What follows belongs to an exercise in optimizing a design on an open flow for small area; a production flow would make more cautious choices.
In this exercise RTL edits were held to simulation tests only and were not proved equivalent to the original.
No activity file was given, so power comes from the tool's default toggle rates.

File: flow/config.mk
export PLATFORM = sky130hd
export DESIGN_NAME = atomik_top_parallel
export DESIGN_NICKNAME = atomik_top_parallel
export VERILOG_FILES = /design/flow/design.v
export SDC_FILE = /design/flow/constraint.sdc
export NUM_CORES = 4
export LEC_CHECK = 0
export CAP_MARGIN = 20
export CORE_MARGIN = 2
export CORE_UTILIZATION = 70
export CTS_BUF_LIST = sky130_fd_sc_hd__clkbuf_8
export CTS_CLUSTER_DIAMETER = 60
export CTS_CLUSTER_SIZE = 18
export PLACE_DENSITY = 0.85
export SLEW_MARGIN = 20
File: flow/constraint.sdc
create_clock -name core_clock -period 10.0 [get_ports {sys_clk}]
set_input_delay 2.0000 -clock core_clock [delete_from_list [all_inputs] [get_ports {sys_clk}]]
set_output_delay 2.0000 -clock core_clock [all_outputs]
set_load 0.01 [all_outputs]
File: flow/design.v
module atomik_top_parallel #(
    parameter integer SYS_CLK_HZ = 94_500_000,
    parameter integer BAUD_RATE  = 115200,
    parameter integer N_BANKS    = 4
)(
    input  wire       sys_clk,
    input  wire       sys_rst_n,
    input  wire       uart_rx,
    output wire       uart_tx,
    output wire [5:0] led
);
    wire clk   = sys_clk;
    wire rst_n = sys_rst_n;
    localparam [22:0] HB_INIT = 23'h0AFD85;
    reg [22:0] hb;
    reg        por_done;
    reg        hb_top;
    wire       hb_low0 = ~|hb[21:0];
    always @(posedge clk or negedge rst_n) begin
        if (!rst_n) begin
            hb       <= HB_INIT;
            por_done <= 1'b0;
            hb_top   <= 1'b0;
        end else begin
            hb <= {hb[21:0], hb[22] ^ hb[17] ^ hb_low0};
            if (hb_low0 & ~hb[22]) begin
                if (por_done)
                    hb_top <= ~hb_top;
                else
                    por_done <= 1'b1;
            end
        end
    end
    localparam [9:0] RX_HALF = 10'h268;
    localparam [9:0] RX_FULL = 10'h248;
    localparam [9:0] RX_END  = 10'h377;
    reg [2:0] rx_sync;
    always @(posedge clk)
        rx_sync <= {rx_sync[1:0], uart_rx | ~por_done};
    wire rx_pin = rx_sync[2];
    localparam [3:0] RXP_IDLE = 4'd13;
    reg [3:0] rx_ph;
    reg       rx_valid;
    reg [9:0] rx_cnt;
    reg       rx_b;          
    reg       c0, c1, c_ok;  
    wire rx_end    = (rx_cnt == RX_END);
    wire rx_idle   = (rx_ph == RXP_IDLE);
    wire rx_start  = (rx_ph == 4'd14);
    wire rx_stop   = (rx_ph == 4'd7);
    wire rx_data   = rx_ph[3] ? (rx_ph[1:0] == 2'b11) : ~rx_stop;    
    wire rx_sample = rx_data & rx_end;
    always @(posedge clk or negedge rst_n) begin
        if (!rst_n) begin
            rx_ph    <= RXP_IDLE;
            rx_valid <= 1'b0;
        end else begin
            rx_valid <= rx_stop & rx_end;
            if (rx_idle) begin
                if (!rx_pin) rx_ph <= 4'd14;
            end else if (rx_end) begin
                if (rx_stop | (rx_start & rx_pin))
                    rx_ph <= RXP_IDLE;
                else
                    rx_ph <= rx_ph + 4'd1;
            end
        end
    end
    wire exp_bit = ((rx_ph == 4'd1 || rx_ph == 4'd2) & ~c0 & ~c1) | ((rx_ph == 4'd3) & c1) | (rx_ph == 4'd5);
    always @(posedge clk) begin
        if (rx_idle)
            rx_cnt <= RX_HALF;
        else if (rx_end)
            rx_cnt <= RX_FULL;
        else
            rx_cnt <= {rx_cnt[8:0], ~(rx_cnt[9] ^ rx_cnt[6])};
        if (rx_sample) begin
            rx_b <= rx_pin;
            if (rx_ph == 4'd15) c0 <= rx_pin;
            if (rx_ph == 4'd0)  c1 <= rx_pin;
            c_ok <= (rx_ph == 4'd15) | (c_ok & ((rx_ph == 4'd0) | (rx_pin == exp_bit)));
        end
    end
    wire rx_is_L = c_ok & ~c0 & ~c1;
    wire rx_is_A = c_ok &  c0 & ~c1;
    wire rx_is_R = c_ok & ~c0 &  c1;
    wire rx_is_S = c_ok &  c0 &  c1;
    localparam [1:0] M_IDLE  = 2'b00;
    localparam [1:0] M_LOAD  = 2'b01;
    localparam [1:0] M_ACCUM = 2'b11;
    localparam [1:0] M_RESP  = 2'b10;
    localparam [9:0] TX_END = 10'h084;    
    localparam [9:0] TX_G2  = 10'h221;
    localparam [9:0] TX_G3  = 10'h110;
    reg [1:0] mode;
    reg       cmd_active;
    reg [2:0] byte_cnt;      
    reg       is_status;
    reg       init_valid;    
    reg       acc_nz;        
    reg       nz;            
    reg       tx_busy;
    reg       tx_out;
    reg [3:0] tx_bitn;
    reg [9:0] tx_cnt;
    reg       nb;            
    wire in_idle  = (mode == M_IDLE);
    wire in_load  = (mode == M_LOAD);
    wire in_accum = (mode == M_ACCUM);
    wire in_resp  = (mode == M_RESP);
    wire in_pay   = mode[0];
    wire accept   = in_idle & rx_valid & c_ok;
    wire tx_end   = (tx_cnt == TX_END);
    wire tx_last  = tx_bitn[3] & tx_bitn[0];                   
    wire tx_tick  = in_resp & ~(tx_last & tx_bitn[1]) & tx_end;  
    wire resp_fin = in_resp & (tx_last & tx_bitn[1]);           
    reg  [5:0] ph;
    wire [2:0] slot_bit = in_pay ? rx_ph[2:0] : tx_bitn[2:0];
    wire       match    = (ph == {byte_cnt, slot_bit});
    reg wpend;
    always @(posedge clk)
        wpend <= rx_sample | (wpend & ~match);
    wire wr_i = wpend & match & in_load;
    wire wr_d = wpend & match & in_accum;
    reg [63:0] ring_i;
    reg [63:0] ring_d;
    wire d_new = (ring_d[63] & acc_nz) ^ rx_b;
    always @(posedge clk) begin
        ph     <= {ph[4:0], ph[5] ^ ph[4] ^ ~|ph[4:0]};
        ring_i <= {ring_i[62:0], wr_i ? rx_b  : ring_i[63]};
        ring_d <= {ring_d[62:0], wr_d ? d_new : ring_d[63]};
    end
    wire rd_bit = (ring_i[63] & init_valid) ^ (ring_d[63] & acc_nz);
    always @(posedge clk or negedge rst_n) begin
        if (!rst_n) begin
            mode       <= M_IDLE;
            cmd_active <= 1'b0;
            init_valid <= 1'b0;
            acc_nz     <= 1'b0;
            nz         <= 1'b0;
        end else begin
            if (!in_pay)
                acc_nz <= nz;
            if (wr_d)
                nz <= nz | d_new;
            if (in_idle) begin
                cmd_active <= c_ok & rx_valid;
                if (rx_valid) begin
                    if (rx_is_L) begin
                        mode       <= M_LOAD;
                        init_valid <= 1'b1;
                        nz         <= 1'b0;
                    end
                    if (rx_is_A) begin
                        mode <= M_ACCUM;
                        nz   <= 1'b0;
                    end
                    if (rx_is_R | rx_is_S) mode <= M_RESP;
                end
            end
            if (in_pay && rx_valid && byte_cnt == 3'd7) begin
                mode       <= M_IDLE;
                cmd_active <= 1'b0;
            end
            if (resp_fin)
                mode <= M_IDLE;
        end
    end
    always @(posedge clk) begin
        if (in_idle) begin
            byte_cnt  <= {3{c0 & c1}};      
            is_status <= c0 & c1;
        end else if ((in_pay & rx_valid) | (tx_tick & tx_last))
            byte_cnt <= byte_cnt + 3'd1;
    end
    always @(posedge clk)
        if (match) nb <= rd_bit;
    wire tx_data_bit = is_status ? ((tx_bitn[2:0] == 3'd7) & ~acc_nz) : nb;
    always @(posedge clk or negedge rst_n) begin
        if (!rst_n) begin
            tx_busy <= 1'b0;
            tx_out  <= 1'b1;
        end else if (tx_tick) begin
            tx_busy <= ~tx_last;
            tx_out  <= tx_bitn[3] ? ~tx_bitn[1] : tx_data_bit;
        end
    end
    always @(posedge clk) begin
        if (accept)
            tx_cnt <= c1 & ~c0 ? TX_G3 : TX_G2;
        else if (tx_tick & tx_last)
            tx_cnt <= TX_G2;
        else if (tx_end)
            tx_cnt <= 10'd0;
        else
            tx_cnt <= {tx_cnt[8:0], ~(tx_cnt[9] ^ tx_cnt[6])};
        if (accept)
            tx_bitn <= 4'd10;
        else if (tx_tick) begin
            if (tx_bitn[3] & tx_bitn[1])
                tx_bitn <= 4'd0;
            else if (tx_last)
                tx_bitn <= {3'b101, byte_cnt == 3'd7};
            else
                tx_bitn <= tx_bitn + 4'd1;
        end
    end
    assign uart_tx = tx_out;
    reg [19:0] act;
    reg        act_on;
    wire act_low0 = ~|act[18:0];
    always @(posedge clk) begin
        if (rx_valid)
            act <= 20'd1;
        else
            act <= {act[18:0], act[19] ^ act[16] ^ (act[19] & act_low0)};
    end
    always @(posedge clk or negedge rst_n) begin
        if (!rst_n)
            act_on <= 1'b0;
        else if (rx_valid)
            act_on <= 1'b1;
    end
    assign led[5] = 1'b0;
    assign led[4] = ~hb_top;
    assign led[3] = ~cmd_active;
    assign led[2] = acc_nz;
    assign led[1] = ~tx_busy;
    assign led[0] = ~act_on | (act_low0 & ~act[19]);
endmodule
File: flow/flow/run.sh
#!/bin/bash
# Own flow: the standard layout, with CTS told not to add dummy loads
# and with the smallest buffer on the ports.  Full tool output: flow.log
# here, ORFS's per-step logs under orfs/logs.
set -euo pipefail
export CTS_ARGS="-sink_clustering_enable -repair_clock_nets -dont_use_dummy_load -buf_list sky130_fd_sc_hd__clkbuf_8 -sink_clustering_size 24 -sink_clustering_max_diameter 35"
export BUFFER_PORTS_ARGS="-buffer_cell sky130_fd_sc_hd__buf_1"
bash standard.sh > flow.log 2>&1
File: flow/standard.sh
#!/bin/bash
# synth_recipe.tcl (not shown) runs the flow's synth.tcl, then flattens the netlist and writes it again
# the make line also repeats each setting of config.mk as NAME=value (left out here)
make -C /OpenROAD-flow-scripts/flow DESIGN_CONFIG=/design/flow/config.mk WORK_HOME=/design/flow/orfs CLKGATE_MAP_FILE= SYNTH_SCRIPT=/design/flow/synth_recipe.tcl "${@:-finish}"
==> results of run 1 <==
## through the flow
stage	power (uW)	instance area [um^2]	setup WS [ns]	util	instances
5_1_grt	1420	6760	6.11	0.771	594
3_5_place_dp	949	6470	6.78	0.738	573
2_1_floorplan	946	6360	6.80	-	468
3_3_place_gp	949	6470	6.80	0.738	573
6_report	1370	6760	6.26	0.771	594
4_1_cts	1390	6760	6.25	0.771	594
## path summary, 6_finish.rpt
kind	end	slack, ns	startpoint	depth (start not counted)
max in group asynchronous	act_on	7.75	sys_rst_n	1
min in group asynchronous	hb[5]	1.63	sys_rst_n	1
setup reg to reg	byte_cnt[1]	7.79	tx_cnt[5]	4
hold / removal	ring_i[19]	0.30	ring_i[18]	0
setup / recovery	led[0]	6.26	act[14]	3
hold reg to reg	ring_i[19]	0.30	ring_i[18]	0
## metal layers
metal,up-vias,wire [um]
met5,-,0
met1,1563,4400
met4,0,164
met3,17,413
met2,66,4370
li1,1594,-
## cell families (layout without fill, tap and decap cells)
kind of cell	after synthesis	count (layout)
other	1	1
buffers and inverters	22	40
multiplexers	7	7
flip-flops	230	230
AND/OR/NAND/NOR	137	137
AO/OA/AOI/OAI	49	49
adder cells (fa/ha/maj)	8	8
XOR/XNOR	14	14
## power breakdown
group          internal, uW  switching (uW)  leakage (uW)  total, uW
combinational         0.510            3.42      0.000626       3.93
sequential              924           0.808       0.00206        925
clock                   188             258      0.000151        446
total                  1110             262       0.00283       1370
## placed cells by master, fill, tap and decap left out, drive strengths merged, types with 2 or more instances in the layout
cell    synthesis  layout
dfrtp          23      23
and2            8       8
xnor2           6       6
clkbuf          8      22
nand2          31      31
o31ai           3       3
mux2i           5       5
buf             3       7
dfxtp         182     182
or4b            2       2
o21ai          19      19
and4b           2       2
nor2b          23      23
dfstp          16      16
and3            8       8
nand4           4       4
a21boi          2       2
a21oi          16      16
mux2            2       2
nand3          12      12
nor2           14      14
nand2b          5       5
a21o            3       3
nor4b           2       2
nor3            7       7
ha              8       8
edfxtp          9       9
xor2            8       8
or3             3       3
inv            11      11
nor4           10      10
or2             3       3
## state kept, by name, summed over array words and instances (netlist names), 2 cells and up
name,flops
act,20
byte_cnt,3
hb,23
mode,2
ph,6
ring_d,64
ring_i,64
rx_cnt,10
rx_ph,4
rx_sync,3
tx_bitn,4
tx_cnt,10
## layout make-up
class	count	area (um^2)
Clock buffer	21	289
Multi-Input combinational cell	216	1350
Tap cell	108	135
Inverter	11	41.3
Timing Repair Buffer	8	31.3
Sequential cell	230	4910
Fill cell	510	2010
==> flow_summary.json, run 1 <==
{
  "met3_usage": 0.0408,
  "cp-end-kind": "primary output",
  "p_per_area_nw_per_um2": 203,
  "clk_pin_slew_ns": 0.09,
  "tightest_slew_ns": 0.952,
  "synthFlopType": "dfxtp_1",
  "via_count": 3240,
  "synth-compound-area-share": 0.0447,
  "grtUsageMet2": 0.308,
  "busiest_layer": "met2",
  "synth_edf_count": 9,
  "drt-total-wl_um": 9350,
  "h-tree-depth": 1,
  "syn_avg_cell_area_um2": 13.6,
  "dpl.hpwl_um": 5940,
  "synth_most_common_cell": "dfxtp_1",
  "crit_family": "simple AND/OR/NAND/NOR gates",
  "synth_top_area_cell": "dfxtp_1",
  "grt_pass1_wl_um": 15600,
  "clock_sinks": 230,
  "clock-root-buffer": "clkbuf_8",
  "clkLatencyLatePin_ns": 0.50,
  "layout-drive-gt1-share": 0.0988,
  "synth_top_area_frac": 0.573,
  "worstPathArrival_ns": 1.74,
  "grt.overflow.total": 0,
  "antenna_cells": 0,
  "rows": 34,
  "grt_pass1_vias": 3226,
  "rsz0062_at_grt": "no",
  "worstSetupPathType": "reg -> out",
  "status": "complete, no violations",
  "initial_utilization": 0.725,
  "die_y_um": 99.3,
  "place_congestion": 0.766,
  "synth_mux_area_frac": 0.0114,
  "synth_nets": 479,
  "synth-seq-cells": 230,
  "avgRoutedWirePerCell_um": 15.7,
  "cp_max_fo": 2,
  "die_area_um2": 9860,
  "p_leak_uw": 0.00283,
  "cap_violations": 0,
  "peakVddDrop_uv": 129,
  "synth_xor_area_frac": 0.0193,
  "whs_ns": 0.299,
  "start_kind": "register",
  "grt_use_total": 0.197,
  "area_delta_synth_final_pct": 6.28,
  "met1_usage": 0.284,
  "grt_start_max_net_pins": 40,
  "viasPerCell": 5.45,
  "cts_buffer_depth": 3,
  "post-route-period-util": 0.374,
  "die_x_um": 99.3,
  "critPathBufInv": 1,
  "synth_cell_types": 48,
  "yosys.area_share.adder": 0.0157,
  "slew_headroom": 0.365,
  "path_cells": "or3_1 > o41ai_1 > buf_1",
  "coreArea_um2": 8760,
  "finalSetupTns_ns": 0,
  "synthTopCellsByCount": "dfxtp_1, nand2_1, dfrtp_1, nor2b_1, o21ai_0",
  "yosys.area_share.simple": 0.121,
  "port_buffers": 8,
  "slew_violations": 0,
  "ctsResizeCount": 0,
  "postRouteAntennaNets": 0,
  "drc": 0,
  "netlist_area_um2": 6360,
  "finalSetupViolCount": 0,
  "cp.required_ns": 8.00,
  "skew_ns": 0.0364,
  "cts_hold_buf": 0,
  "synthCells": 468,
  "dr.pass1.iters": 4,
  "antenna_found_initial": 0,
  "async_reset_ff_frac": 0.170,
  "synth_top_cells_by_area": "dfxtp_1, dfrtp_1, dfstp_2",
  "cts_setup_buffers": 0,
  "drt_iter0_drc": 124,
  "yosysSeqAreaShare": 0.772,
  "ys_warn_count": 1,
  "cp_slowest_stage_delay_ns": 0.38,
  "slowest_stage": "or3_1",
  "synth_top_family_by_area": "simple AND/OR/NAND/NOR gates",
  "hold_viol": 0,
  "min_path_type": "reg -> reg",
  "ios": 10,
  "timing.fmax_mhz": 268,
  "numCtsBuffers": 21,
  "period_needed_ns": 3.74,
  "cts_tree": "yes",
  "fin_nets": 499
}
==> run 2, diff against run 1 <==
==> flow/flow/run.sh (replaced) <==
#!/bin/bash
# Own flow: the standard layout, with CTS told not to add dummy loads
# and with the smallest buffer on the ports.  Full tool output: flow.log
# here, ORFS's per-step logs under orfs/logs.
set -euo pipefail
export CTS_ARGS="-sink_clustering_enable -repair_clock_nets -dont_use_dummy_load -buf_list sky130_fd_sc_hd__clkbuf_4 -sink_clustering_size 11 -sink_clustering_max_diameter 40"
export BUFFER_PORTS_ARGS="-buffer_cell sky130_fd_sc_hd__buf_1"
bash standard.sh > flow.log 2>&1
==> run 2 against run 1 <==
  * Synthesized area stayed put
  * Die area stayed put
  * Design area is 1.5% lower
  * First-iteration DRC count is 1.6% higher
  * Clock power is 18% lower
  * Non-clock buffer count stayed put
  * Power is 5.8% lower
  * Critical path depth stayed put
  * Cell count is 0.67% higher
  * Sequential share of layout area is 1.1 points higher
  * Via count is 1.1% higher
  * Setup slack worse by 0.13 ns
  * Critical path type unchanged
  * Largest cell class unchanged
  * Highest routed layer unchanged
==> flow_summary.json, run 2 <==
{
  "initial_utilization": 0.725,
  "layout_commonest_cell": "dfxtp_1",
  "post-route-period-util": 0.386,
  "grt_start_max_net_pins": 40,
  "h-tree-depth": 1,
  "r2r_end": "byte_cnt[2]",
  "cp.required_ns": 8.00,
  "switching_power_uw": 255,
  "synth_edf_count": 9,
  "antenna_cells": 0,
  "peakVddDrop_uv": 153,
  "worstSetupPathType": "reg -> out",
  "syn_avg_cell_area_um2": 13.6,
  "yosysSeqAreaShare": 0.772,
  "hold-path-endpoint": "ring_i[21]",
  "drt_iter0_drc": 126,
  "min_path_type": "reg -> reg",
  "cap_violations": 0,
  "crit_path_start": "act[14]",
  "rows": 34,
  "antenna_found_initial": 0,
  "cp-end-kind": "primary output",
  "ctsResizeCount": 0,
  "drc": 0,
  "worstPathArrival_ns": 1.86,
  "grt_pass1_wl_um": 15700,
  "internal_power_uw": 1040,
  "cts_setup_buffers": 0,
  "coreArea_um2": 8760,
  "cp_max_fo": 2,
  "tightest_slew_ns": 0.960,
  "synth_nets": 479,
  "final_cell_area_um2": 6660,
  "synthTopCellsByCount": "dfxtp_1, nand2_1, dfrtp_1, nor2b_1, o21ai_0",
  "slowest_stage": "or3_1",
  "synth-seq-cells": 230,
  "synth_most_common_cell": "dfxtp_1",
  "status": "complete, no violations",
  "grt_pass1_vias": 3321,
  "cp_slowest_stage_delay_ns": 0.38,
  "die_area_um2": 9860,
  "clockPowerShare": 0.283,
  "ios": 10,
  "swShare": 0.197,
  "layout_common_cells": "dfxtp_1, nand2_1, clkbuf_4, nor2b_1, dfrtp_1",
  "clock_sinks": 230,
  "grt_use_total": 0.198,
  "postRouteAntennaNets": 0,
  "area_delta_synth_final_pct": 4.68,
  "finalSetupViolCount": 0,
  "multiInputGateArea_um2": 1350,
  "rrSetupSlack_ns": 7.82,
  "skew_ns": 0.0537,
  "period_needed_ns": 3.86,
  "hold_depth": 0,
  "netlist_area_um2": 6360,
  "p_per_area_nw_per_um2": 195,
  "rsz0062_at_grt": "no",
  "slew_headroom": 0.360,
  "seq_area_um2": 4910,
  "n_fill_cell": 517,
  "dr.pass1.iters": 4,
  "p_comb_frac": 0.003,
  "placed_area_um2": 6470,
  "ys_warn_count": 1,
  "via_count": 3277,
  "grt.overflow.total": 0,
  "cts_tree": "yes",
  "dpl.hpwl_um": 5940,
  "viasPerCell": 5.48,
  "synth_top_cells_by_area": "dfxtp_1, dfrtp_1, dfstp_2",
  "fin_nets": 503,
  "r2r-start": "tx_cnt[5]",
  "hold_viol": 0,
  "place_congestion": 0.766,
  "layout-drive-gt1-share": 0.106,
  "reg.largest.list": "ring_d x64, ring_i x64, hb x23",
  "cts_buffer_depth": 3,
  "clk_pin_slew_ns": 0.11,
  "cts_hold_buf": 0,
  "fin_ws_ns": 6.14,
  "clock-root-buffer": "clkbuf_4",
  "numCtsBuffers": 25,
  "synthCells": 468,
  "slew_violations": 0,
  "power.total_uw": 1300,
  "synthFlopType": "dfxtp_1",
  "drt-total-wl_um": 9290,
  "port_buffers": 8,
  "dp_slack_ns": 6.78,
  "synth_top_area_cell": "dfxtp_1",
  "async_reset_ff_frac": 0.170,
  "hp-start": "ring_i[20]",
  "synth_cell_types": 48,
  "die_y_um": 99.3,
  "synth_top_area_frac": 0.573,
  "seqPwrFrac": 0.714,
  "start_kind": "register",
  "die_x_um": 99.3,
  "final_util": 0.759,
  "avgRoutedWirePerCell_um": 15.5,
  "p_leak_uw": 0.00280,
  "clkLatencyLatePin_ns": 0.60,
  "timing.fmax_mhz": 259,
  "reg2reg_depth": 4,
  "path_cells": "or3_1 > o41ai_1 > buf_1",
  "finalSetupTns_ns": 0
}
[run 2: layout make-up]
cell class,instances,share of cell area
Clock buffer,25,0.0282
Inverter,11,0.00620
Multi-Input combinational cell,216,0.203
Sequential cell,230,0.738
Tap cell,108,0.0203
Timing Repair Buffer,8,0.00470
[run 2: worst max path at each step]
| stage | slack [ns] | end |
|---|---|---|
| finish | 6.14 | led[0] |
| global route | 5.96 | led[0] |
| CTS | 6.10 | led[0] |
| detailed placement | 6.78 | led[0] |
| global placement | 6.80 | led[0] |
| floorplan | 6.80 | led[0] |
[run 2: metal layers]
layer  track usage  wire (um)  vias to the layer above
met1         0.282       4420                     1574
met4        0.0558        151                        0
li1              -          -                     1613
met3        0.0401        411                       18
met5             0          0                        -
met2         0.314       4300                       72
[run 2: metrics by stage]
stage	hold slack [ns]	instances
after floorplan	0.310	468
after global placement	0.312	573
after detailed placement	0.312	573
after CTS	0.323	598
after global routing	0.306	598
final	0.321	598
[run 2: power by group through the flow]
| stage | clock [uW] | sequential, uW | combinational (uW) |
|---|---|---|---|
| after CTS | 376 | 925 | 4.19 |
| after global routing | 414 | 925 | 4.69 |
| after detailed placement | 0 | 945 | 4.17 |
| after global placement | 0 | 945 | 3.99 |
| final | 367 | 925 | 3.97 |
| after floorplan | 0 | 945 | 1.32 |
[run 2: critical path: cells and delay by family, from the launching register on]
family | cells | cell delay [ns]
buffers and inverters | 1 | 0.19
flip-flops | 1 | 0.33
AND/OR/NAND/NOR | 1 | 0.38
AO/OA/AOI/OAI | 1 | 0.37
[run 2: logic make-up (layout without fill, tap and decap cells)]
group           Yosys count  in the layout  share of synthesized area
flops                   230            230                      0.772
simple gates            137            137                      0.121
compound gates           49             49                     0.0447
buf+inv                  22             44                     0.0154
xor+xnor                 14             14                     0.0193
fa+ha+maj                 8              8                     0.0157
mux                       7              7                     0.0114
other cells               1              1                   0.000590
==> run 3, diff against run 2 <==
--- a/flow/design.v
+++ b/flow/design.v
@@ -93,15 +93,14 @@
     localparam [9:0] TX_G2  = 10'h221;
     localparam [9:0] TX_G3  = 10'h110;
     reg [1:0] mode;
-    reg       cmd_active;
     reg [2:0] byte_cnt;      
     reg       is_status;
     reg       init_valid;    
     reg       acc_nz;        
     reg       nz;            
-    reg       tx_busy;
     reg       tx_out;
     reg [3:0] tx_bitn;
+    wire      tx_busy = ~(tx_bitn[3] & tx_bitn[1]);
     reg [9:0] tx_cnt;
     reg       nb;            
     wire in_idle  = (mode == M_IDLE);
@@ -134,7 +133,6 @@
     always @(posedge clk or negedge rst_n) begin
         if (!rst_n) begin
             mode       <= M_IDLE;
-            cmd_active <= 1'b0;
             init_valid <= 1'b0;
             acc_nz     <= 1'b0;
             nz         <= 1'b0;
@@ -144,7 +142,6 @@
             if (wr_d)
                 nz <= nz | d_new;
             if (in_idle) begin
-                cmd_active <= c_ok & rx_valid;
                 if (rx_valid) begin
                     if (rx_is_L) begin
                         mode       <= M_LOAD;
@@ -158,10 +155,8 @@
                     if (rx_is_R | rx_is_S) mode <= M_RESP;
                 end
             end
-            if (in_pay && rx_valid && byte_cnt == 3'd7) begin
-                mode       <= M_IDLE;
-                cmd_active <= 1'b0;
-            end
+            if (in_pay && rx_valid && byte_cnt == 3'd7)
+                mode <= M_IDLE;
             if (resp_fin)
                 mode <= M_IDLE;
         end
@@ -177,13 +172,10 @@
         if (match) nb <= rd_bit;
     wire tx_data_bit = is_status ? ((tx_bitn[2:0] == 3'd7) & ~acc_nz) : nb;
     always @(posedge clk or negedge rst_n) begin
-        if (!rst_n) begin
-            tx_busy <= 1'b0;
-            tx_out  <= 1'b1;
-        end else if (tx_tick) begin
-            tx_busy <= ~tx_last;
-            tx_out  <= tx_bitn[3] ? ~tx_bitn[1] : tx_data_bit;
-        end
+        if (!rst_n)
+            tx_out <= 1'b1;
+        else if (tx_tick)
+            tx_out <= tx_bitn[3] ? ~tx_bitn[1] : tx_data_bit;
     end
     always @(posedge clk) begin
         if (accept)
@@ -194,7 +186,11 @@
             tx_cnt <= 10'd0;
         else
             tx_cnt <= {tx_cnt[8:0], ~(tx_cnt[9] ^ tx_cnt[6])};
-        if (accept)
+    end
+    always @(posedge clk or negedge rst_n) begin
+        if (!rst_n)
+            tx_bitn <= 4'd14;
+        else if (accept)
             tx_bitn <= 4'd10;
         else if (tx_tick) begin
             if (tx_bitn[3] & tx_bitn[1])
@@ -203,7 +199,10 @@
                 tx_bitn <= {3'b101, byte_cnt == 3'd7};
             else
                 tx_bitn <= tx_bitn + 4'd1;
-        end
+        end else if (tx_bitn == 4'd11)
+            tx_bitn <= 4'd15;
+        else if (tx_bitn == 4'd15)
+            tx_bitn <= 4'd14;
     end
     assign uart_tx = tx_out;
     reg [19:0] act;
@@ -223,7 +222,7 @@
     end
     assign led[5] = 1'b0;
     assign led[4] = ~hb_top;
-    assign led[3] = ~cmd_active;
+    assign led[3] = ~(in_load | in_accum | in_resp | (tx_bitn == 4'd15));
     assign led[2] = acc_nz;
     assign led[1] = ~tx_busy;
     assign led[0] = ~act_on | (act_low0 & ~act[19]);
==> run 3 against run 2 <==
  * Still clean on timing, DRC and antenna
  * Sequential share of layout area hardly changed
  * Synthesized area barely moved
  * Setup slack improved by 0.048 ns
  * Clock skew fell by 0.028 ns
  * Critical path type unchanged
  * Critical endpoint unchanged
==> flow_summary.json, run 3 <==
{
  "status": "complete, no violations",
  "rsz0062_at_grt": "no",
  "cts_tree": "yes",
  "synthFlopType": "dfxtp_1",
  "clk_pin_slew_ns": 0.11,
  "dr.pass1.iters": 5,
  "fin_cells": 585,
  "peakVddDrop_uv": 122,
  "die_y_um": 99.3,
  "worstPathArrival_ns": 1.81,
  "drt-total-wl_um": 9290,
  "clock_sinks": 228,
  "drc": 0,
  "grt_use_total": 0.201,
  "via_count": 3231,
  "skew_ns": 0.0255,
  "synth_top_area_cell": "dfxtp_1",
  "cp_max_fo": 2,
  "grt_pass1_vias": 3380,
  "hp-start": "ring_d[47]",
  "cts_hold_buf": 0,
  "post-route-period-util": 0.381,
  "rows": 34,
  "grt_pass1_wl_um": 16000,
  "coreArea_um2": 8760,
  "clkLatencyLatePin_ns": 0.58,
  "start_kind": "register",
  "synth_nets": 471,
  "finalSetupTns_ns": 0,
  "layout_common_cells": "dfxtp_1, clkbuf_4, nand2_1, dfrtp_1, nor2_1",
  "viasPerCell": 5.52,
  "synth_top_area_frac": 0.561,
  "grt_start_max_net_pins": 42,
  "cp-end-kind": "primary output",
  "dp.cells": 561,
  "min_path_type": "reg -> reg",
  "syn_avg_cell_area_um2": 13.8,
  "place_congestion": 0.828,
  "synth_most_common_cell": "dfxtp_1",
  "n_fill_cell": 538,
  "layout-drive-gt1-share": 0.128,
  "die_x_um": 99.3,
  "ys_warn_count": 1,
  "synthCells": 460,
  "yosysSeqAreaShare": 0.768,
  "die_area_um2": 9860,
  "initial_utilization": 0.725,
  "clock-root-buffer": "clkbuf_4",
  "crit_path_start": "act[14]",
  "netlist_area_um2": 6360,
  "tightest_slew_ns": 0.874,
  "grt.overflow.total": 0,
  "synth_top_cells_by_area": "dfxtp_1, dfrtp_1, dfstp_2",
  "timing.fmax_mhz": 262,
  "finalSetupViolCount": 0,
  "worstSetupPathType": "reg -> out",
  "antenna_found_initial": 0,
  "avgRoutedWirePerCell_um": 15.9,
  "fin_nets": 490,
  "whs_ns": 0.325,
  "p_leak_uw": 0.00279,
  "port_buffers": 8,
  "p_per_area_nw_per_um2": 193,
  "layout_commonest_cell": "dfxtp_1",
  "hold_viol": 0,
  "drt_iter0_drc": 225,
  "ctsResizeCount": 0,
  "slew_violations": 0,
  "antenna_cells": 0,
  "numCtsBuffers": 24,
  "r2r-start": "mode[0]",
  "cap_violations": 0,
  "synth_edf_count": 9,
  "async_reset_ff_frac": 0.180,
  "dpl.hpwl_um": 5920,
  "area_delta_synth_final_pct": 4.07,
  "h-tree-depth": 1,
  "ios": 10,
  "cts_setup_buffers": 0,
  "synth-seq-cells": 228,
  "slew_headroom": 0.418,
  "period_needed_ns": 3.81,
  "postRouteAntennaNets": 0,
  "cp.required_ns": 8.00,
  "cts_buffer_depth": 3,
  "final_util": 0.755,
  "reg.largest.list": "ring_d x64, ring_i x64, hb x23",
  "synthTopCellsByCount": "dfxtp_1, dfrtp_1, nand2_1",
  "synth_cell_types": 56
}
run 3: changes by cell type after synthesis, moves of 3 or more:
cell,before,now
o21ai_0,19,10
dfxtp_1,182,178
nand3_1,12,4
and2_1,7,4
dfstp_2,16,19
nor2b_1,23,20
nand2_1,31,22
nor2_1,14,21
run 3: path summary, 6_finish.rpt:
path	end	slack, ns	cells after the start
max reg2reg	ring_i[0]	7.80	5
max	led[0]	6.19	3
min	ring_d[48]	0.33	0
min reg2reg	ring_d[48]	0.33	0
max in group asynchronous	hb[9]	7.91	1
min in group asynchronous	hb[22]	1.53	1
run 3: logic make-up (layout without fill, tap and decap cells):
group / count (synthesis) / in the layout / share of synthesized area
and+or+nand+nor: 123 / 123 / 0.110
adders and majority gates: 8 / 8 / 0.0157
AOI/OAI and AO/OA: 53 / 53 / 0.0539
other: 1 / 1 / 0.000590
buffers and inverters: 26 / 43 / 0.0203
xor gates and xnor gates: 14 / 14 / 0.0193
DFF: 228 / 228 / 0.768
muxes: 7 / 7 / 0.0114
run 3: area by class of cell:
class | instances | area, um^2 | area share
clock buffer | 24 | 180 | 0.0272
multi-input combinational | 206 | 1340 | 0.203
inverter | 11 | 41.3 | 0.00624
sequential | 228 | 4880 | 0.738
timing repair buffer | 8 | 31.3 | 0.00473
tap | 108 | 135 | 0.0204
run 3: where the power goes:
group	switching, uW	internal, uW
sequential	0.784	916
clock	247	111
combinational	3.45	0.521
run 3: critical path, stage by stage, from the launching register on:
cell and delay [ns]:
dfxtp_1 0.33, or3_1 0.40, o41ai_1 0.35, buf_1 0.19
run 3: per-layer routing:
metal  global-route usage  up-vias  wire [um]  share of wire
met5                    0        -          0              0
li1                     -     1569          -              -
met4               0.0748        0        210          0.023
met2                0.318       79       4350           0.47
met3               0.0351       22        409          0.044
met1                0.283     1561       4320           0.47
run 3: stage by stage:
stage	cell area, um^2	total power [uW]	worst slack, ns
after detailed placement	6430	941	6.79
after global routing	6620	1330	5.93
after CTS	6620	1290	6.14
after global placement	6430	941	6.81
after floorplan	6360	938	6.80
final	6620	1280	6.19
==> run 4, diff against run 3 <==
==> flow/flow/run.sh (replaced) <==
#!/bin/bash
# Own flow: the standard synthesis, then its combinational logic is
# re-mapped by ABC for area (registers untouched: same instances, names and
# cells), then the standard layout with CTS told not to add dummy loads
# and the smallest buffer on the ports.
# Logs in this folder: synth.log, remap.log, flow.log (ORFS's per-step logs
# are under orfs/logs).
set -euo pipefail
export CTS_ARGS="-sink_clustering_enable -repair_clock_nets -dont_use_dummy_load -buf_list sky130_fd_sc_hd__clkbuf_8 -sink_clustering_size 20 -sink_clustering_max_diameter 50"
export BUFFER_PORTS_ARGS="-buffer_cell sky130_fd_sc_hd__buf_1"

bash standard.sh synth > synth.log 2>&1

P=$FLOW_HOME/platforms/$FLOW_PLATFORM
LIB=$P/lib/sky130_fd_sc_hd__tt_025C_1v80.lib
R=orfs/results/$FLOW_PLATFORM/atomik_top_parallel/base
O=orfs/objects/$FLOW_PLATFORM/atomik_top_parallel/base
DU=$(sed -n '/DONT_USE_CELLS/,/^$/p' $P/config.mk | grep -o 'sky130_fd_sc_hd__[a-z0-9_]*' | sed 's/^/-dont_use /' | tr '\n' ' ')
python3 flow/mkmodels.py $LIB cells.v
cp $R/1_2_yosys.v standard_1_2_yosys.v
yosys -p "read_verilog cells.v; read_verilog standard_1_2_yosys.v; \
  hierarchy -top $FLOW_TOP; flatten; hierarchy -top $FLOW_TOP; rename -hide w:*.*; \
  techmap; opt -purge; \
  abc -script flow/remap.abc -liberty $LIB $DU -constr $O/abc.constr -D 10000; \
  opt_clean -purge; \
  hilomap -singleton -hicell sky130_fd_sc_hd__conb_1 HI -locell sky130_fd_sc_hd__conb_1 LO; \
  insbuf -buf sky130_fd_sc_hd__buf_4 A X; splitnets; opt_clean -purge; \
  stat -liberty $LIB; \
  write_verilog -noattr -nohex -nodec remapped.v" > remap.log 2>&1
# the registers must be exactly the standard synthesis's
grep -o '\\[^ ]*\$_[A-Z0-9_]*_ ' standard_1_2_yosys.v | sort > regs_standard.txt
grep -o '\\[^ ]*\$_[A-Z0-9_]*_ ' remapped.v | sort > regs_remapped.txt
if cmp -s regs_standard.txt regs_remapped.txt && [ -s regs_remapped.txt ]; then
  cp remapped.v $R/1_2_yosys.v
  touch $R/1_2_yosys.v
else
  echo "remap changed the registers; keeping the standard netlist" >> remap.log
fi

bash standard.sh > flow.log 2>&1
==> flow/flow/mkmodels.py (new file) <==
# Verilog models of the library's cells for the remap step: combinational
# cells as logic (from their liberty functions), sequential cells as blackboxes.
# usage: mkmodels.py LIBERTY OUT.v
# Verilog models of sky130hd cells: combinational cells as logic, sequential cells as blackboxes
import re,sys
lib=open(sys.argv[1]).read()
out=[]
starts=[m.start() for m in re.finditer(r'\n    cell \(', lib)]+[len(lib)]
for a,b in zip(starts,starts[1:]):
    body=lib[a:b]
    name=re.search(r'cell \("?(\w+)"?\)',body).group(1)
    pins=re.findall(r'\n        pin \("?(\w+)"?\) \{(.*?)\n        \}',body,re.S)
    seq=re.search(r'\n        (ff|latch|statetable) ?\(',body) is not None
    ins=[];outs=[]
    for pn,pb in pins:
        d=re.search(r'direction : "?(\w+)"?',pb)
        if not d: continue
        if d.group(1)=='input': ins.append(pn)
        elif d.group(1)=='output':
            f=re.search(r'function : "([^"]*)"',pb); outs.append((pn,f.group(1) if f else None))
    ports=ins+[o[0] for o in outs]
    if not outs: continue
    if seq or any(f is None for _,f in outs):
        out.append(f"(* blackbox *) module {name}({', '.join(ports)});\n"+''.join(f"  input {p};\n" for p in ins)+''.join(f"  output {p};\n" for p,_ in outs)+"endmodule\n")
        continue
    def conv(f):
        f=f.replace('!','~').replace('+','|').replace('*','&')
        f=re.sub(r'(\w+|\))\s+(?=[\w(~])',r'\1 & ',f)   # implicit AND
        return f
    out.append(f"module {name}({', '.join(ports)});\n"+''.join(f"  input {p};\n" for p in ins)+''.join(f"  output {p};\n  assign {p} = {conv(f)};\n" for p,f in outs)+"endmodule\n")
open(sys.argv[2],'w').write('\n'.join(out))
==> flow/flow/remap.abc (new file) <==
&get -n
&st
&synch2
&dch -f
&nf -a
&put
==> run 4 against run 3 <==
  * Clock power increased by 11%
  * First-iteration DRC count down 53%
  * Cell count decreased by 3.4%
  * Core utilization increased by 0.36 points
  * Critical endpoint unchanged
==> flow_summary.json, run 4 <==
{
  "grt_use_total": 0.192,
  "worstSetupPathType": "reg -> out",
  "cts_hold_buf": 0,
  "rrSetupSlack_ns": 7.84,
  "grt_pass1_wl_um": 14900,
  "finalSetupTns_ns": 0,
  "initial_utilization": 0.711,
  "final_cell_area_um2": 6520,
  "postRouteAntennaNets": 0,
  "cp_max_fo": 2,
  "grt_pass1_vias": 3142,
  "area_delta_synth_final_pct": 6.63,
  "layout-drive-gt1-share": 0.0832,
  "slowest_stage": "or4_1",
  "status": "complete, no violations",
  "synthCells": 433,
  "dr.pass1.iters": 4,
  "ios": 10,
  "grt_start_max_net_pins": 42,
  "cts_buffer_depth": 3,
  "p_per_area_nw_per_um2": 203,
  "cts_setup_buffers": 0,
  "cts_tree": "yes",
  "hold_viol": 0,
  "antenna_found_initial": 0,
  "die_x_um": 97.4,
  "syn_avg_cell_area_um2": 14.1,
  "timing.fmax_mhz": 249,
  "drt_iter0_drc": 106,
  "via_count": 3049,
  "worstPathArrival_ns": 2.02,
  "cp_slowest_stage_delay_ns": 0.42,
  "p_leak_uw": 0.00269,
  "cp.required_ns": 8.00,
  "fin_nets": 462,
  "cp-end-kind": "primary output",
  "grt.overflow.total": 0,
  "fin_ws_ns": 5.98,
  "finalSetupViolCount": 0,
  "post-route-period-util": 0.402,
  "placed_area_um2": 6260,
  "reg.largest.list": "ring_d x64, ring_i x64, hb x23",
  "ys_warn_count": 1,
  "clock-root-buffer": "clkbuf_8",
  "dpl.hpwl_um": 5620,
  "avgRoutedWirePerCell_um": 15.5,
  "layout_commonest_cell": "dfxtp_1",
  "period_needed_ns": 4.02,
  "skew_ns": 0.0408,
  "path_cells": "nor4_1 > nand4_1 > or4_1 > o21ai_0 > buf_1",
  "antenna_cells": 0,
  "rsz0062_at_grt": "no",
  "coreArea_um2": 8590,
  "start_kind": "register",
  "synth_nets": 436,
  "dp_slack_ns": 6.50,
  "netlist_area_um2": 6110,
  "tightest_slew_ns": 0.730,
  "port_buffers": 8,
  "cap_violations": 0,
  "numCtsBuffers": 17,
  "final_util": 0.758,
  "drt-total-wl_um": 8770,
  "slew_violations": 0,
  "layout_common_cells": "dfxtp_1, dfrtp_1, nor2b_1, nand3_1, dfstp_2",
  "drc": 0,
  "slew_headroom": 0.513,
  "die_area_um2": 9490,
  "rows": 34,
  "n_fill_cell": 516,
  "viasPerCell": 5.40,
  "clk_pin_slew_ns": 0.10,
  "clkLatencyLatePin_ns": 0.48,
  "peakVddDrop_uv": 183,
  "place_congestion": 0.821,
  "min_path_type": "reg -> reg",
  "ctsResizeCount": 0,
  "h-tree-depth": 1,
  "clock_sinks": 228,
  "die_y_um": 97.4
}
## run 4: per-stage QoR
step	hold slack (ns)	std cells	power, uW
after floorplan	0.310	433	938
after global placement	0.313	547	941
after detailed placement	0.312	547	941
after CTS	0.306	564	1330
after global routing	0.308	565	1370
final	0.299	565	1320
## run 4: where the power goes
| group | total, uW | switching, uW | internal [uW] |
|---|---|---|---|
| registers | 917 | 0.660 | 916 |
| logic | 4.85 | 3.55 | 1.30 |
| clock network | 398 | 245 | 154 |
| total | 1320 | 249 | 1070 |
## run 4: final timing paths
path | startpoint | end | cells past startpoint
setup / recovery | act[4] | led[0] | 5
hold / removal | ring_i[19] | ring_i[20] | 0
setup reg to reg | mode[0] | ring_i[0] | 5
hold reg to reg | ring_i[19] | ring_i[20] | 0
max in group asynchronous | sys_rst_n | hb[10] | 2
min in group asynchronous | sys_rst_n | act_on | 1
## run 4: critical path: cells and delay by family (launching register included)
| kind | cells | cell delay [ns] |
|---|---|---|
| compound gates | 1 | 0.18 |
| buf+inv | 1 | 0.17 |
| flops | 1 | 0.32 |
| simple gates | 3 | 0.86 |
## run 4: cell type report
cell class	count	area, um^2	share of cell area
Inverter	10	37.5	0.00576
Sequential cell	228	4880	0.749
Multi-Input combinational cell	193	1180	0.180
Clock buffer	17	234	0.0359
Tap cell	108	135	0.0207
Timing Repair Buffer	9	51.3	0.00787
## run 4: per-layer routing
layer / track usage / wire length, um / vias up
li1: - / - / 1500
met1: 0.278 / 4200 / 1473
met2: 0.297 / 4020 / 62
met3: 0.0381 / 345 / 14
met4: 0.0630 / 208 / 0
met5: 0 / 0 / -
==> run 5, diff against run 4 <==
--- a/flow/flow/run.sh
+++ b/flow/flow/run.sh
@@ -6,7 +6,7 @@
 # Logs in this folder: synth.log, remap.log, flow.log (ORFS's per-step logs
 # are under orfs/logs).
 set -euo pipefail
-export CTS_ARGS="-sink_clustering_enable -repair_clock_nets -dont_use_dummy_load -buf_list sky130_fd_sc_hd__clkbuf_8 -sink_clustering_size 20 -sink_clustering_max_diameter 50"
+export CTS_ARGS="-sink_clustering_enable -repair_clock_nets -dont_use_dummy_load -buf_list sky130_fd_sc_hd__clkbuf_4 -sink_clustering_size 11 -sink_clustering_max_diameter 40"
 export BUFFER_PORTS_ARGS="-buffer_cell sky130_fd_sc_hd__buf_1"
 
 bash standard.sh synth > synth.log 2>&1
==> run 5 against run 4 <==
  * Still clean on timing, DRC and antenna
  * Power shrank 3.3%
  * Wire length grew 1.3%
  * Critical path depth is the same
  * Die area is the same
  * Global-route usage grew 0.25 points
  * Design area shrank 0.83%
  * Fmax shrank 2.1%
  * Clock power shrank 11%
==> flow_summary.json, run 5 <==
{
  "layout_commonest_cell": "dfxtp_1",
  "drt_iter0_drc": 97,
  "grt_start_max_net_pins": 42,
  "synth_nets": 436,
  "multiInputGateArea_um2": 1180,
  "cp.required_ns": 8.00,
  "cts_setup_buffers": 0,
  "dr.pass1.iters": 4,
  "avgRoutedWirePerCell_um": 15.5,
  "via_count": 3100,
  "placed_area_um2": 6260,
  "slew_violations": 0,
  "slew_headroom": 0.508,
  "layout_common_cells": "dfxtp_1, clkbuf_4, dfrtp_1, nor2b_1",
  "p_leak_uw": 0.00267,
  "clock_sinks": 228,
  "critPathBufInv": 1,
  "rows": 34,
  "syn_avg_cell_area_um2": 14.1,
  "area_delta_synth_final_pct": 5.75,
  "timing.fmax_mhz": 244,
  "status": "complete, no violations",
  "grt_pass1_vias": 3230,
  "synthCells": 433,
  "dp_slack_ns": 6.50,
  "cts_tree": "yes",
  "numCtsBuffers": 24,
  "grt_pass1_wl_um": 15100,
  "worstSetupPathType": "reg -> out",
  "drc": 0,
  "cts_buffer_depth": 3,
  "clk_pin_slew_ns": 0.11,
  "p_per_area_nw_per_um2": 198,
  "fin_ws_ns": 5.90,
  "clkLatencyLatePin_ns": 0.57,
  "initial_utilization": 0.711,
  "drt-total-wl_um": 8880,
  "cp_slowest_stage_delay_ns": 0.42,
  "skew_ns": 0.0391,
  "cap_violations": 0,
  "clock-root-buffer": "clkbuf_4",
  "die_x_um": 97.4,
  "viasPerCell": 5.42,
  "slowest_stage": "or4_1",
  "crit_family": "simple AND/OR/NAND/NOR gates",
  "grt_use_total": 0.194,
  "period_needed_ns": 4.10,
  "ios": 10,
  "coreArea_um2": 8590,
  "netlist_area_um2": 6110,
  "layout-drive-gt1-share": 0.0970,
  "hold_viol": 0,
  "port_buffers": 8,
  "tightest_slew_ns": 0.738,
  "die_y_um": 97.4,
  "peakVddDrop_uv": 131,
  "cts_hold_buf": 0,
  "antenna_found_initial": 0,
  "worstPathArrival_ns": 2.10,
  "die_area_um2": 9490,
  "start_kind": "register",
  "finalSetupTns_ns": 0,
  "cp-end-kind": "primary output",
  "cp_max_fo": 2,
  "place_congestion": 0.821,
  "grt.overflow.total": 0,
  "post-route-period-util": 0.410,
  "seq_area_um2": 4880,
  "finalSetupViolCount": 0,
  "path_cells": "nor4_1 > nand4_1 > or4_1 > o21ai_0 > buf_1",
  "fin_nets": 469,
  "min_path_type": "reg -> reg",
  "reg.largest.list": "ring_d x64, ring_i x64, hb x23",
  "antenna_cells": 0,
  "h-tree-depth": 1,
  "postRouteAntennaNets": 0,
  "ctsResizeCount": 0,
  "rsz0062_at_grt": "no",
  "final_cell_area_um2": 6460,
  "dpl.hpwl_um": 5620,
  "n_fill_cell": 527,
  "ys_warn_count": 1
}
run 5: routing by layer:
metal	global-route usage	up-vias	part of all wire
met3	0.0345	18	0.035
met1	0.273	1502	0.47
met2	0.311	60	0.47
li1	-	1520	-
met4	0.0673	0	0.020
met5	0	-	0
run 5: path summary, 6_finish.rpt:
check | to | from | cells after the start | slack, ns
setup / recovery | led[0] | act[8] | 5 | 5.90
hold / removal | ring_i[20] | ring_i[19] | 0 | 0.31
setup reg to reg | ring_i[0] | mode[0] | 5 | 7.74
hold reg to reg | ring_i[20] | ring_i[19] | 0 | 0.31
max in group asynchronous | hb[19] | sys_rst_n | 2 | 8.13
min in group asynchronous | act_on | sys_rst_n | 1 | 1.30
run 5: where the power goes:
group          switching (uW)  internal (uW)  total [uW]
clock                     244            111         355
combinational            3.57           1.30        4.87
sequential              0.661            916         917
run 5: layout make-up:
type / instances / area share
Timing Repair Buffer: 9 / 0.00794
Sequential cell: 228 / 0.756
Multi-Input combinational cell: 193 / 0.182
Tap cell: 108 / 0.0209
Inverter: 10 / 0.00581
Clock buffer: 24 / 0.0279
run 5: stage by stage:
stage | utilization | total power [uW] | instances | hold WS [ns]
6_report | 0.752 | 1280 | 572 | 0.311
5_1_grt | 0.752 | 1320 | 572 | 0.295
4_1_cts | 0.750 | 1290 | 571 | 0.298
3_5_place_dp | 0.729 | 941 | 547 | 0.312
3_3_place_gp | 0.729 | 941 | 547 | 0.313
2_1_floorplan | - | 938 | 433 | 0.310
==> run 6, diff against run 5 <==
==> flow/config.mk (replaced) <==
export PLATFORM = sky130hd
export DESIGN_NAME = atomik_top_parallel
export DESIGN_NICKNAME = atomik_top_parallel
export VERILOG_FILES = /design/flow/design.v
export SDC_FILE = /design/flow/constraint.sdc
export NUM_CORES = 4
export LEC_CHECK = 0
export CAP_MARGIN = 20
export CORE_MARGIN = 2
export CORE_UTILIZATION = 80
export PLACE_DENSITY = 0.9
export SLEW_MARGIN = 20
==> run 6 against run 5 <==
  * Design area fell by 0.48%
  * Critical endpoint unchanged
  * Largest power group unchanged
  * Cell count fell by 1.7%
  * Critical path depth did not move
  * Count of clock-buffer cells in the layout did not move
  * Via count rose by 6.3%
  * Sequential share of layout area rose by 0.37 points
  * Fmax fell by 0.82%
  * Highest routed layer unchanged
  * Global-route usage rose by 10 points
  * Synthesized cell count did not move
==> flow_summary.json, run 6 <==
{
  "status": "complete, no violations",
  "crit_family": "simple AND/OR/NAND/NOR gates",
  "r2r_end": "ring_i[0]",
  "ys_warn_count": 1,
  "hold-path-endpoint": "ring_d[62]",
  "grt_use_total": 0.298,
  "rsz0062_at_grt": "no",
  "tightest_slew_ns": 0.919,
  "antenna_cells": 0,
  "clock-root-buffer": "clkbuf_4",
  "netlist_area_um2": 6110,
  "dpl.hpwl_um": 7150,
  "fin_nets": 468,
  "critPathBufInv": 1,
  "cp_max_fo": 2,
  "cp-end-kind": "primary output",
  "initial_utilization": 0.834,
  "path_cells": "nor4_1 > nand4_1 > or4_1 > o21ai_0 > buf_1",
  "numCtsBuffers": 24,
  "timing.fmax_mhz": 242,
  "slowest_stage": "or4_1",
  "cts_tree": "yes",
  "viasPerCell": 5.86,
  "grt_pass1_vias": 3547,
  "drt-total-wl_um": 11500,
  "cp.required_ns": 8.00,
  "hold_viol": 0,
  "ios": 10,
  "layout_commonest_cell": "dfxtp_1",
  "post-route-period-util": 0.414,
  "area_delta_synth_final_pct": 5.24,
  "die_area_um2": 8350,
  "finalSetupTns_ns": 0,
  "synthCells": 433,
  "finalSetupViolCount": 0,
  "die_x_um": 91.4,
  "layout_common_cells": "dfxtp_1, clkbuf_4, dfrtp_1, nor2b_1",
  "reg2reg_depth": 5,
  "whs_ns": 0.319,
  "drt_iter0_drc": 185,
  "die_y_um": 91.4,
  "reg.largest.list": "ring_d x64, ring_i x64, hb x23",
  "cts_hold_buf": 0,
  "port_buffers": 8,
  "cap_violations": 0,
  "postRouteAntennaNets": 0,
  "synth_nets": 436,
  "slew_violations": 0,
  "h-tree-depth": 1,
  "antenna_found_initial": 0,
  "clk_pin_slew_ns": 0.12,
  "rrSetupSlack_ns": 7.77,
  "period_needed_ns": 4.14,
  "skew_ns": 0.0279,
  "layout-drive-gt1-share": 0.0950,
  "hold_depth": 0,
  "syn_avg_cell_area_um2": 14.1,
  "clock_sinks": 228,
  "place_congestion": 0.846,
  "grt_pass1_wl_um": 18800,
  "hp-start": "ring_d[61]",
  "cp_slowest_stage_delay_ns": 0.45,
  "cts_setup_buffers": 0,
  "grt.overflow.total": 0,
  "ctsResizeCount": 0,
  "worstPathArrival_ns": 2.14,
  "peakVddDrop_uv": 137,
  "min_path_type": "reg -> reg",
  "r2r-start": "mode[0]",
  "p_leak_uw": 0.00266,
  "final_util": 0.877,
  "dr.pass1.iters": 7,
  "via_count": 3296,
  "clkLatencyLatePin_ns": 0.59,
  "p_per_area_nw_per_um2": 200,
  "worstSetupPathType": "reg -> out",
  "drc": 0,
  "start_kind": "register",
  "grt_start_max_net_pins": 42,
  "cts_buffer_depth": 3,
  "rows": 31,
  "avgRoutedWirePerCell_um": 20.4,
  "slew_headroom": 0.388,
  "coreArea_um2": 7330
}
==> run 6: final cells by class <==
class	instances	area, um^2
Timing Repair Buffer	8	31.3
Multi-Input combinational cell	193	1180
Sequential cell	228	4880
Fill cell	311	898
Clock buffer	24	180
Inverter	10	37.5
Tap cell	99	124
==> run 6: how the worst max path moves through the flow <==
stage | startpoint | end | slack [ns] | depth (start not counted)
2_1_floorplan | act[16] | led[0] | 6.65 | 4
3_3_place_gp | act[4] | led[0] | 6.53 | 5
3_5_place_dp | act[13] | led[0] | 6.49 | 5
4_1_cts | act[4] | led[0] | 5.82 | 5
5_1_grt | act[4] | led[0] | 5.68 | 5
6_report | act[4] | led[0] | 5.86 | 5
==> run 6: worst reg2reg max path, cell delays in order, from the launching register on <==
cell	delay [ns]
dfrtp_1	0.60
mux2i_1	0.30
xor2_1	0.21
nand4_1	0.28
nor3_1	0.33
mux2_1	0.40
==> run 6: through the flow <==
stage                     cells  worst slack [ns]  cell area (um^2)  total power (uW)
after floorplan             433              6.65              6110               938
after global placement      538              6.53              6250               941
after detailed placement    538              6.49              6250               941
after CTS                   562              5.82              6430              1290
after global routing        562              5.68              6430              1330
final                       562              5.86              6430              1280
==> run 6: layer usage <==
layer / routed length [um] / vias up / track usage
li1: - / 1521 / -
met1: 4450 / 1600 / 0.360
met2: 5780 / 131 / 0.509
met3: 601 / 44 / 0.0581
met4: 637 / 0 / 0.159
met5: 0 / - / 0
==> run 6: report_power, final <==
group          leakage (uW)  switching, uW  internal, uW
combinational      0.000518           3.58         0.533
sequential          0.00204          0.619           916
clock              0.000110            252           111
total               0.00266            257          1030
==> run 7, diff against run 6 <==
==> flow/config.mk (replaced) <==
export PLATFORM = sky130hd
export DESIGN_NAME = atomik_top_parallel
export DESIGN_NICKNAME = atomik_top_parallel
export VERILOG_FILES = /design/flow/design.v
export SDC_FILE = /design/flow/constraint.sdc
export NUM_CORES = 4
export LEC_CHECK = 0
export CAP_MARGIN = 0
export CORE_MARGIN = 2
export CORE_UTILIZATION = 70
export PLACE_DENSITY = 0.85
export SLEW_MARGIN = 0
==> run 7 against run 6 <==
  * Fmax grew 0.81%
  * Register-to-register slack lost 0.02 ns
  * Synthesized cell count is the same
  * Setup slack gained 0.033 ns
  * Sequential share of layout area shrank 0.13 points
  * Clock skew grew 0.014 ns
  * Sequential power is essentially flat
  * Synthesized area is the same
  * Count of clock-buffer cells in the layout is the same
  * First-iteration DRC count shrank 40%
  * Hold slack lost 0.0086 ns
==> flow_summary.json, run 7 <==
{
  "finalSetupTns_ns": 0,
  "ys_warn_count": 1,
  "status": "complete, no violations",
  "cp_slowest_stage_delay_ns": 0.42,
  "power.total_uw": 1280,
  "r2r_end": "ring_i[0]",
  "period_needed_ns": 4.10,
  "die_y_um": 97.4,
  "die_area_um2": 9490,
  "slew_headroom": 0.335,
  "ctsResizeCount": 0,
  "p_per_area_nw_per_um2": 198,
  "cp_max_fo": 2,
  "grt.overflow.total": 0,
  "port_buffers": 8,
  "hold_viol": 0,
  "postRouteAntennaNets": 0,
  "antenna_found_initial": 0,
  "grt_pass1_vias": 3230,
  "rows": 34,
  "start_kind": "register",
  "skew_ns": 0.0424,
  "reg2reg_depth": 5,
  "clkLatencyLatePin_ns": 0.57,
  "cap_violations": 0,
  "cp-end-kind": "primary output",
  "n_fill_cell": 532,
  "viasPerCell": 5.42,
  "min_path_type": "reg -> reg",
  "ios": 10,
  "h-tree-depth": 1,
  "area_delta_synth_final_pct": 5.42,
  "synthCells": 433,
  "place_congestion": 0.821,
  "layout_common_cells": "dfxtp_1, clkbuf_4, dfrtp_1, nor2b_1",
  "drt-total-wl_um": 8840,
  "cts_buffer_depth": 3,
  "clk_pin_slew_ns": 0.11,
  "die_x_um": 97.4,
  "grt_pass1_wl_um": 15100,
  "hp-start": "ring_i[19]",
  "finalSetupViolCount": 0,
  "antenna_cells": 0,
  "multiInputGateArea_um2": 1180,
  "hold-path-endpoint": "ring_i[20]",
  "fin_nets": 468,
  "seq_area_um2": 4880,
  "coreArea_um2": 8590,
  "crit_family": "simple AND/OR/NAND/NOR gates",
  "drc": 0,
  "grt_use_total": 0.194,
  "clock-root-buffer": "clkbuf_4",
  "grt_start_max_net_pins": 42,
  "netlist_area_um2": 6110,
  "drt_iter0_drc": 111,
  "clock_sinks": 228,
  "numCtsBuffers": 24,
  "syn_avg_cell_area_um2": 14.1,
  "r2r-start": "mode[0]",
  "cts_tree": "yes",
  "cp.required_ns": 8.00,
  "dpl.hpwl_um": 5620,
  "cts_setup_buffers": 0,
  "critPathBufInv": 1,
  "synth_nets": 436,
  "post-route-period-util": 0.410,
  "rrSetupSlack_ns": 7.75,
  "tightest_slew_ns": 0.997,
  "avgRoutedWirePerCell_um": 15.5,
  "layout-drive-gt1-share": 0.0950,
  "reg.largest.list": "ring_d x64, ring_i x64, hb x23",
  "cts_hold_buf": 0,
  "worstPathArrival_ns": 2.10,
  "fin_cells": 571,
  "slowest_stage": "or4_1",
  "layout_commonest_cell": "dfxtp_1",
  "slew_violations": 0,
  "p_leak_uw": 0.00266,
  "worstSetupPathType": "reg -> out",
  "via_count": 3093,
  "dp.cells": 547,
  "crit_path_start": "act[8]",
  "rsz0062_at_grt": "no",
  "initial_utilization": 0.711,
  "hold_depth": 0,
  "peakVddDrop_uv": 131,
  "path_cells": "nor4_1 > nand4_1 > or4_1 > o21ai_0 > buf_1",
  "timing.fmax_mhz": 244,
  "dr.pass1.iters": 4
}
==> run 7: final cells by class <==
| class | count | share of cell area |
|---|---|---|
| clock buffer | 24 | 0.0280 |
| tap | 108 | 0.0210 |
| timing repair buffer | 8 | 0.00485 |
| multi-input combinational | 193 | 0.183 |
| sequential | 228 | 0.758 |
| inverter | 10 | 0.00583 |
==> run 7: metal layers <==
metal,up-vias,GRT usage,wire length (um)
met4,0,0.0673,166
met3,18,0.0345,298
li1,1522,-,-
met1,1497,0.273,4220
met5,-,0,0
met2,56,0.311,4160
==> run 7: stage by stage <==
step           cell area (um^2)  setup slack (ns)  hold WS, ns  utilization
2_1_floorplan              6110              6.65        0.310            -
3_3_place_gp               6260              6.53        0.313        0.729
3_5_place_dp               6260              6.50        0.312        0.729
4_1_cts                    6440              5.85        0.298        0.750
5_1_grt                    6440              5.75        0.295        0.750
6_report                   6440              5.90        0.310        0.750
==> run 7: how the worst max path moves through the flow <==
stage             end  slack [ns]  cells past startpoint
6_report       led[0]        5.90                      5
3_5_place_dp   led[0]        6.50                      5
4_1_cts        led[0]        5.85                      5
5_1_grt        led[0]        5.75                      5
2_1_floorplan  led[0]        6.65                      4
3_3_place_gp   led[0]        6.53                      5
==> run 7: report_power, final <==
part / internal [uW] / switching [uW]
Combinational: 0.513 / 3.42
Clock: 111 / 244
Sequential: 916 / 0.659
Total: 1030 / 248
==> run 8, diff against run 7 <==
--- a/flow/flow/run.sh
+++ b/flow/flow/run.sh
@@ -6,7 +6,7 @@
 # Logs in this folder: synth.log, remap.log, flow.log (ORFS's per-step logs
 # are under orfs/logs).
 set -euo pipefail
-export CTS_ARGS="-sink_clustering_enable -repair_clock_nets -dont_use_dummy_load -buf_list sky130_fd_sc_hd__clkbuf_4 -sink_clustering_size 11 -sink_clustering_max_diameter 40"
+export CTS_ARGS="-sink_clustering_enable -repair_clock_nets -dont_use_dummy_load -buf_list sky130_fd_sc_hd__clkbuf_4 -sink_clustering_size 12 -sink_clustering_max_diameter 35"
 export BUFFER_PORTS_ARGS="-buffer_cell sky130_fd_sc_hd__buf_1"
 
 bash standard.sh synth > synth.log 2>&1
==> run 8 against run 7 <==
  * Count of clock-buffer cells in the layout up 1
  * Sequential power about the same
  * Critical path type unchanged
  * Highest routed layer unchanged
  * First-iteration DRC count up 33%
  * Cell count up 0.18%
  * Via count down 0.68%
  * Clock skew is 0.00085 ns lower
  * Sequential share of layout area decreased by 0.088 points
  * Die area stayed put
  * Synthesized cell count unchanged
  * Still clean
  * Largest cell class unchanged
==> flow_summary.json, run 8 <==
{
  "reg2reg_depth": 5,
  "clock_sinks": 228,
  "cts_hold_buf": 0,
  "clk_pin_slew_ns": 0.12,
  "peakVddDrop_uv": 179,
  "slowest_stage": "or4_1",
  "grt_pass1_wl_um": 15100,
  "numCtsBuffers": 25,
  "cts_buffer_depth": 3,
  "status": "complete, no violations",
  "worstPathArrival_ns": 2.11,
  "placed_area_um2": 6260,
  "reg.largest.list": "ring_d x64, ring_i x64, hb x23",
  "synth_nets": 436,
  "grt.overflow.total": 0,
  "place_congestion": 0.821,
  "die_x_um": 97.4,
  "skew_ns": 0.0416,
  "cp_max_fo": 2,
  "p_per_area_nw_per_um2": 198,
  "critPathBufInv": 1,
  "tightest_slew_ns": 0.990,
  "syn_avg_cell_area_um2": 14.1,
  "die_y_um": 97.4,
  "h-tree-depth": 1,
  "ios": 10,
  "initial_utilization": 0.711,
  "fin_nets": 469,
  "fin_cells": 572,
  "cp.required_ns": 8.00,
  "cp-end-kind": "primary output",
  "synthCells": 433,
  "rsz0062_at_grt": "no",
  "start_kind": "register",
  "cp.depth": 5,
  "avgRoutedWirePerCell_um": 15.4,
  "ys_warn_count": 1,
  "dr.pass1.iters": 4,
  "area_delta_synth_final_pct": 5.55,
  "dpl.hpwl_um": 5620,
  "drt-total-wl_um": 8800,
  "path_cells": "nor4_1 > nand4_1 > or4_1 > o21ai_0 > buf_1",
  "n_fill_cell": 533,
  "timing.fmax_mhz": 243,
  "ctsResizeCount": 0,
  "power.total_uw": 1280,
  "cts_setup_buffers": 0,
  "viasPerCell": 5.37,
  "dp.cells": 547,
  "cts_tree": "yes",
  "coreArea_um2": 8590,
  "die_area_um2": 9490,
  "grt_use_total": 0.195,
  "crit_family": "simple AND/OR/NAND/NOR gates",
  "hold_viol": 0,
  "antenna_found_initial": 0,
  "period_needed_ns": 4.11,
  "rows": 34,
  "postRouteAntennaNets": 0,
  "hold_depth": 0,
  "drt_iter0_drc": 148,
  "p_leak_uw": 0.00267,
  "post-route-period-util": 0.411,
  "layout-drive-gt1-share": 0.0970,
  "finalSetupViolCount": 0,
  "port_buffers": 8,
  "drc": 0,
  "via_count": 3072,
  "netlist_area_um2": 6110,
  "final_cell_area_um2": 6450,
  "min_path_type": "reg -> reg",
  "grt_pass1_vias": 3228,
  "grt_start_max_net_pins": 42,
  "clkLatencyLatePin_ns": 0.57,
  "antenna_cells": 0,
  "slew_violations": 0,
  "cap_violations": 0,
  "layout_commonest_cell": "dfxtp_1",
  "slew_headroom": 0.340,
  "worstSetupPathType": "reg -> out",
  "finalSetupTns_ns": 0,
  "cp_slowest_stage_delay_ns": 0.42,
  "rrSetupSlack_ns": 7.76,
  "layout_common_cells": "dfxtp_1, clkbuf_4, dfrtp_1, nor2b_1",
  "clock-root-buffer": "clkbuf_4"
}
## run 8: final cells by class
class,count,area [um^2],share of cell area
well taps,108,135,0.0209
clock buffers,25,188,0.0291
repair buffers,8,31.3,0.00485
inverters,10,37.5,0.00582
multi-input cells,193,1180,0.182
flip-flops and latches,228,4880,0.757
## run 8: path summary, 6_finish.rpt
kind | start | endpoint
worst max-delay path | act[8] | led[0]
worst min-delay path | ring_i[19] | ring_i[20]
worst max register to register | mode[0] | ring_i[0]
worst min register to register | ring_i[19] | ring_i[20]
max in group asynchronous | sys_rst_n | hb[18]
min in group asynchronous | sys_rst_n | act_on
## run 8: stage by stage
stage,utilization,setup slack (ns),hold WS (ns)
global route,0.751,5.73,0.285
CTS,0.751,5.82,0.295
finish,0.751,5.89,0.301
floorplan,-,6.65,0.310
detailed placement,0.729,6.50,0.312
global placement,0.729,6.53,0.313
## run 8: per-layer routing
layer | global-route usage | wire length [um] | vias to the layer above
li1 | - | - | 1529
met1 | 0.278 | 4210 | 1476
met2 | 0.304 | 4100 | 57
met3 | 0.0439 | 376 | 10
met4 | 0.0620 | 114 | 0
met5 | 0 | 0 | -
## run 8: power by group
group	internal, uW	total (uW)	switching [uW]	leakage (uW)
sequential	916	917	0.650	0.00204
clock	116	359	243	0.000115
combinational	0.513	3.89	3.38	0.000518

==> port drivers added, routing unchanged <==
How much do the figures lean on ideal ports? The routed layouts below were timed once more, with nothing changed but the port constraints.
Step 1 assumes that a clkbuf_16 drives the clock port and a buf_2 every other input.
Step 2 also shifts input and output timing later by t, the mid clock arrival at the registers, as if the neighbouring blocks saw the same clock.
Three values: ideal, step 1, step 2; two values: the first two.
run	t, ns	setup WS [ns]	worst setup path after step 2	clock arrival spread, ns
run 1	0.516	6.265 / 6.232 / 6.748	register to output	0.043 / 0.043
run 2	0.599	6.138 / 6.111 / 6.710	register to output	0.054 / 0.055
run 3	0.592	6.186 / 6.158 / 6.750	register to output	0.026 / 0.026
run 4	0.497	5.982 / 5.948 / 6.445	register to output	0.044 / 0.044
run 5	0.581	5.897 / 5.868 / 6.449	register to output	0.040 / 0.040
run 6	0.610	5.863 / 5.831 / 6.441	register to output	0.028 / 0.028
run 7	0.580	5.896 / 5.868 / 6.447	register to output	0.043 / 0.043
run 8	0.589	5.887 / 5.854 / 6.442	register to output	0.048 / 0.049
After both steps setup and hold are still met in every run listed.
